This design comes from an exercise in tuning for small area on the open sky130 flow, not from production work.
Function was checked by simulation only, so behaviour that the tests miss may differ from the original.
Power figures rest on the tool's default switching activity, not on a simulated workload.

// FIR
module FIR(
	input				clk,
	input				rst_n,
	input				clk_en,
	input  [15:0]	filter_in,
	output [15:0]	filter_out
);
reg [15:0] d0, d1, d2, d3, d4, d5, d6, d7, d8;
reg [34:0] R;
reg [15:0] out;
reg clr;    
always @(posedge clk or negedge rst_n) begin
	if (!rst_n) clr <= 1'b1;
	else        clr <= 1'b0;
end
wire ld   = clk_en & ~clr;
wire hold = ~clk_en & ~clr;
wire nld  = ~ld;
wire s1, c2; ha us1 (.a(d0[0]), .b(d8[0]), .s(s1), .co(c2));
wire s3, c4; ha us3 (.a(d0[1]), .b(d8[1]), .s(s3), .co(c4));
wire s5, c6; ha us5 (.a(d0[2]), .b(d8[2]), .s(s5), .co(c6));
wire s7, c8; ha us7 (.a(d0[3]), .b(d8[3]), .s(s7), .co(c8));
wire s9, c10; ha us9 (.a(d0[4]), .b(d8[4]), .s(s9), .co(c10));
wire s11, c12; ha us11 (.a(d0[5]), .b(d8[5]), .s(s11), .co(c12));
wire s13, c14; ha us13 (.a(d0[6]), .b(d8[6]), .s(s13), .co(c14));
wire s15, c16; ha us15 (.a(d0[7]), .b(d8[7]), .s(s15), .co(c16));
wire s17, c18; ha us17 (.a(d0[8]), .b(d8[8]), .s(s17), .co(c18));
wire s19, c20; ha us19 (.a(d0[9]), .b(d8[9]), .s(s19), .co(c20));
wire s21, c22; ha us21 (.a(d0[10]), .b(d8[10]), .s(s21), .co(c22));
wire s23, c24; ha us23 (.a(d0[11]), .b(d8[11]), .s(s23), .co(c24));
wire s25, c26; ha us25 (.a(d0[12]), .b(d8[12]), .s(s25), .co(c26));
wire s27, c28; ha us27 (.a(d0[13]), .b(d8[13]), .s(s27), .co(c28));
wire s29, c30; ha us29 (.a(d0[14]), .b(d8[14]), .s(s29), .co(c30));
wire s31, c32; ha us31 (.a(d0[15]), .b(d8[15]), .s(s31), .co(c32));
wire p0_g33 = c4 | (s3 & c2);
wire p0_g34 = c8 | (s7 & c6);
wire p0_p35 = s7 & s5;
wire p0_g36 = c12 | (s11 & c10);
wire p0_p37 = s11 & s9;
wire p0_g38 = c16 | (s15 & c14);
wire p0_p39 = s15 & s13;
wire p0_g40 = c20 | (s19 & c18);
wire p0_p41 = s19 & s17;
wire p0_g42 = c24 | (s23 & c22);
wire p0_p43 = s23 & s21;
wire p0_g44 = c28 | (s27 & c26);
wire p0_p45 = s27 & s25;
wire p0_g46 = c32 | (s31 & c30);
wire p0_p47 = s31 & s29;
wire p0_g48 = c6 | (s5 & p0_g33);
wire p0_g49 = p0_g34 | (p0_p35 & p0_g33);
wire p0_g50 = c14 | (s13 & p0_g36);
wire p0_p51 = s13 & p0_p37;
wire p0_g52 = p0_g38 | (p0_p39 & p0_g36);
wire p0_p53 = p0_p39 & p0_p37;
wire p0_g54 = c22 | (s21 & p0_g40);
wire p0_p55 = s21 & p0_p41;
wire p0_g56 = p0_g42 | (p0_p43 & p0_g40);
wire p0_p57 = p0_p43 & p0_p41;
wire p0_g58 = c30 | (s29 & p0_g44);
wire p0_p59 = s29 & p0_p45;
wire p0_g60 = p0_g46 | (p0_p47 & p0_g44);
  ...
For scale: ~990 cells after synthesis, ~35 I/O pins.
clock: 6.0 ns
lec_check: 0
cap_margin: 20
core_margin: 2
core_utilization: 40
slew_margin: 20
synth_hierarchical: 1
standard.sh (not shown) runs the stock make flow with config.mk's settings and CLKGATE_MAP_FILE= SYNTH_SCRIPT=/design/flow/synth_recipe.tcl, a recipe that flattens the netlist after the stock synthesis.
==> flow/flow/run.sh <==
#!/bin/bash
# Layout: the standard ORFS flow (standard.sh), with two changes passed to ORFS
# through its own variables:
#  - the ports are buffered with the smallest buffer (buf_1) instead of the flow's default;
#  - clock tree synthesis uses clkbuf_8 buffers and inserts no dummy loads.
# The full output of the flow goes to flow.log in this folder; ORFS keeps each step's log
# under orfs/logs/.
set -euo pipefail
export BUFFER_PORTS_ARGS="-buffer_cell sky130_fd_sc_hd__buf_1"
export CTS_ARGS="-sink_clustering_enable -repair_clock_nets -buf_list sky130_fd_sc_hd__clkbuf_8 -dont_use_dummy_load"
export SETUP_MOVE_SEQUENCE=unbuffer,sizeup,swap
bash standard.sh > flow.log 2>&1
The starting point passed the timing, design-rule and antenna checks.
Edit:
--- a/flow/flow/run.sh
+++ b/flow/flow/run.sh
@@ -10,3 +10,3 @@
 export CTS_ARGS="-sink_clustering_enable -repair_clock_nets -buf_list sky130_fd_sc_hd__clkbuf_8 -dont_use_dummy_load"
-export SETUP_MOVE_SEQUENCE=unbuffer,sizeup,swap
+export RECOVER_POWER=100
 bash standard.sh > flow.log 2>&1
After rerunning: With this change the flow finished with max-capacitance violations, max-slew violations left. Total power is about the same. First-iteration DRC count is higher by a few percent. Global-route usage does not change. Wire length is higher slightly. Setup slack is worse by 0.030 ns. Cell area drops slightly. Maximum frequency came out lower slightly. Clock skew stays flat. Die area is unchanged. Hold slack hardly moves. Clock-buffer cell count is unchanged.

========
## build 95
Starting RTL as in the previous note.
==> flow/design.v (excerpt) <==
module FIR(
	input				clk,
	input				rst_n,
	input				clk_en,
	input  [15:0]	filter_in,
	output [15:0]	filter_out
);
reg [15:0] d0, d1, d2, d3, d4, d5, d6, d7, d8;
reg [34:0] R;
reg [15:0] out;
reg clr;    
always @(posedge clk or negedge rst_n) begin
	if (!rst_n) clr <= 1'b1;
	else        clr <= 1'b0;
end
wire ld   = clk_en & ~clr;
wire hold = ~clk_en & ~clr;
wire nld  = ~ld;
wire s1, c2; ha us1 (.a(d0[0]), .b(d8[0]), .s(s1), .co(c2));
wire s3, c4; ha us3 (.a(d0[1]), .b(d8[1]), .s(s3), .co(c4));
wire s5, c6; ha us5 (.a(d0[2]), .b(d8[2]), .s(s5), .co(c6));
wire s7, c8; ha us7 (.a(d0[3]), .b(d8[3]), .s(s7), .co(c8));
wire s9, c10; ha us9 (.a(d0[4]), .b(d8[4]), .s(s9), .co(c10));
wire s11, c12; ha us11 (.a(d0[5]), .b(d8[5]), .s(s11), .co(c12));
wire s13, c14; ha us13 (.a(d0[6]), .b(d8[6]), .s(s13), .co(c14));
wire s15, c16; ha us15 (.a(d0[7]), .b(d8[7]), .s(s15), .co(c16));
wire s17, c18; ha us17 (.a(d0[8]), .b(d8[8]), .s(s17), .co(c18));
wire s19, c20; ha us19 (.a(d0[9]), .b(d8[9]), .s(s19), .co(c20));
wire s21, c22; ha us21 (.a(d0[10]), .b(d8[10]), .s(s21), .co(c22));
wire s23, c24; ha us23 (.a(d0[11]), .b(d8[11]), .s(s23), .co(c24));
wire s25, c26; ha us25 (.a(d0[12]), .b(d8[12]), .s(s25), .co(c26));
wire s27, c28; ha us27 (.a(d0[13]), .b(d8[13]), .s(s27), .co(c28));
  ...
Settings: LEC_CHECK=0, CAP_MARGIN=20, CORE_MARGIN=2, CORE_UTILIZATION=40, CTS_BUF_LIST=sky130_fd_sc_hd__clkbuf_8, SLEW_MARGIN=20, SYNTH_HIERARCHICAL=1; clock period 6.0 ns.
run.sh (not shown) runs the stock make flow with config.mk's settings and CLKGATE_MAP_FILE= SYNTH_SCRIPT=/design/flow/synth_recipe.tcl, a recipe that flattens the netlist after the stock synthesis.
Stock flow here: none of the scripts above is used.
Setup changes, build 95 to build 64
Settings: CTS_BUF_LIST: sky130_fd_sc_hd__clkbuf_8 -> sky130_fd_sc_hd__clkbuf_4 sky130_fd_sc_hd__clkbuf_8.
==> comparison <==
- Build 64 vs. build 95: first-pass GRT wire length comparable; fmax comparable.
- Sequential share of layout area delta (build 95 -> build 64): insignificant
- The global routing met1 resource utilization was comparable across build 64 and build 95.
- Build 64 vs. build 95: fraction of power spent switching nets -0.28 points, routed wire length now sits at about the same level, layout cell share with drive strength beyond 1 higher, final non-filler cell area shows no meaningful change, power density relative to cell area up about 0.55%.
- The clock distribution area overhead in the final layout was comparable across build 64 and build 95.
- The higher relative contribution of the clock network to total power of build 64 and build 95 is in build 64.
--- input diff build 64..build 92 ---
Settings: removing CTS_BUF_LIST (formerly sky130_fd_sc_hd__clkbuf_4 sky130_fd_sc_hd__clkbuf_8); setting GPL_TIMING_DRIVEN to 0 for the first time; setting CTS_CLUSTER_SIZE to 30 for the first time; setting CTS_CLUSTER_DIAMETER to 80 for the first time; changing CORE_UTILIZATION from 40 to 55.
Results
- Between build 64 and build 92, the delay of the slowest cell on the worst path figures differ only marginally.
- Ratio of cells with drive above 1 in the final layout delta (build 92 -> build 64): insignificant
- Going from build 64 to build 92, area share of buffers outside the clock network shrinks by 0.47 points.
- Build 92 against build 64: worst setup slack after layout fell 160 ps, maximum frequency dropped 2.7%.
- Build 92 against build 64; total power of the final layout is up by a little under 10%.
- Build 92 against build 64: cell count lower; number of nets in the finished design shrank by about 1.7%.
What build 87 does differently from build 92 at the input level:
Settings: CTS_CLUSTER_DIAMETER: 80 -> unset; CTS_CLUSTER_SIZE: 30 -> unset; CORE_UTILIZATION: 55 -> 40.
==> flow/flow/run.sh (new file) <==
#!/bin/bash
# Layout: the standard ORFS flow (standard.sh), with two changes passed to ORFS
# through its own variables:
#  - the ports are buffered with the smallest buffer (buf_1) instead of the flow's default;
#  - clock tree synthesis uses clkbuf_8 buffers and inserts no dummy loads.
# The full output of the flow goes to flow.log in this folder; ORFS keeps each step's log
# under orfs/logs/.
set -euo pipefail
export BUFFER_PORTS_ARGS="-buffer_cell sky130_fd_sc_hd__buf_1"
export CTS_ARGS="-sink_clustering_enable -repair_clock_nets -buf_list sky130_fd_sc_hd__clkbuf_8 -dont_use_dummy_load"
bash standard.sh > flow.log 2>&1
==> flow/standard.sh (new file) <==
#!/bin/bash
# synth_recipe.tcl (not shown) runs the flow's synth.tcl, then flattens the netlist and writes it again
# the make line also repeats each setting of config.mk as NAME=value (left out here)
make -C /OpenROAD-flow-scripts/flow DESIGN_CONFIG=/design/flow/config.mk WORK_HOME=/design/flow/orfs CLKGATE_MAP_FILE= SYNTH_SCRIPT=/design/flow/synth_recipe.tcl "${@:-finish}"
removed: flow/run.sh
Notes after the runs:
Row clock-net power: build 87 lower / build 92 higher
Build 92 -> build 87: number of cell rows increased by more than 10%
Comparing the two runs side by side, build 87 comes out behind build 92 on worst relative slew slack.
Post-CTS clock slew at the launch and capture registers of the worst setup and hold paths for build 87: 20 ps up relative to build 92
Build 87 vs build 92 — final cell count without fillers climbed by a few percent
[compare] base=build 92 new=build 87: sequential share of cell area shows an increase of 0.84 points; via count of the first global-routing pass shows a reduction of 316; final design utilization shows a reduction of 19 points; power drawn by the combinational cells shows a reduction of about 7%.
The die width of build 87 is higher than that of build 92.

separate check: timing with driven ports:
In the flow no input, the clock included, has a driving cell. The finished layouts below were timed again as built, in two steps. Step 1, drivers: a clkbuf_16 drives clk and a buf_2 each remaining input, both assumed. Step 2 moves the port delays by t, midway between the first and last clock arrival at a register: inputs arrive t later, outputs are due t later. That takes back most of the time a late clock gives input paths. Slacks: ideal / step 1 / step 2; pairs: ideal / step 1.
run	t, ns	setup slack, ns	hold WS [ns]	worst setup path at the end	cell pins on the clock port's net
the first run of note 1	0.505	0.294 / 0.294 / 0.294	0.472 / 0.472 / 0.472	register to register	1
the second run of note 1	0.506	0.264 / 0.264 / 0.264	0.474 / 0.474 / 0.474	register to register	1
build 95	0.526	0.267 / 0.267 / 0.267	0.481 / 0.481 / 0.481	register to register	1
build 64	0.524	0.263 / 0.263 / 0.263	0.480 / 0.480 / 0.480	register to register	1
build 92	0.485	0.101 / 0.101 / 0.101	0.473 / 0.473 / 0.473	register to register	1
build 87	0.504	0.177 / 0.177 / 0.177	0.462 / 0.462 / 0.462	register to register	1
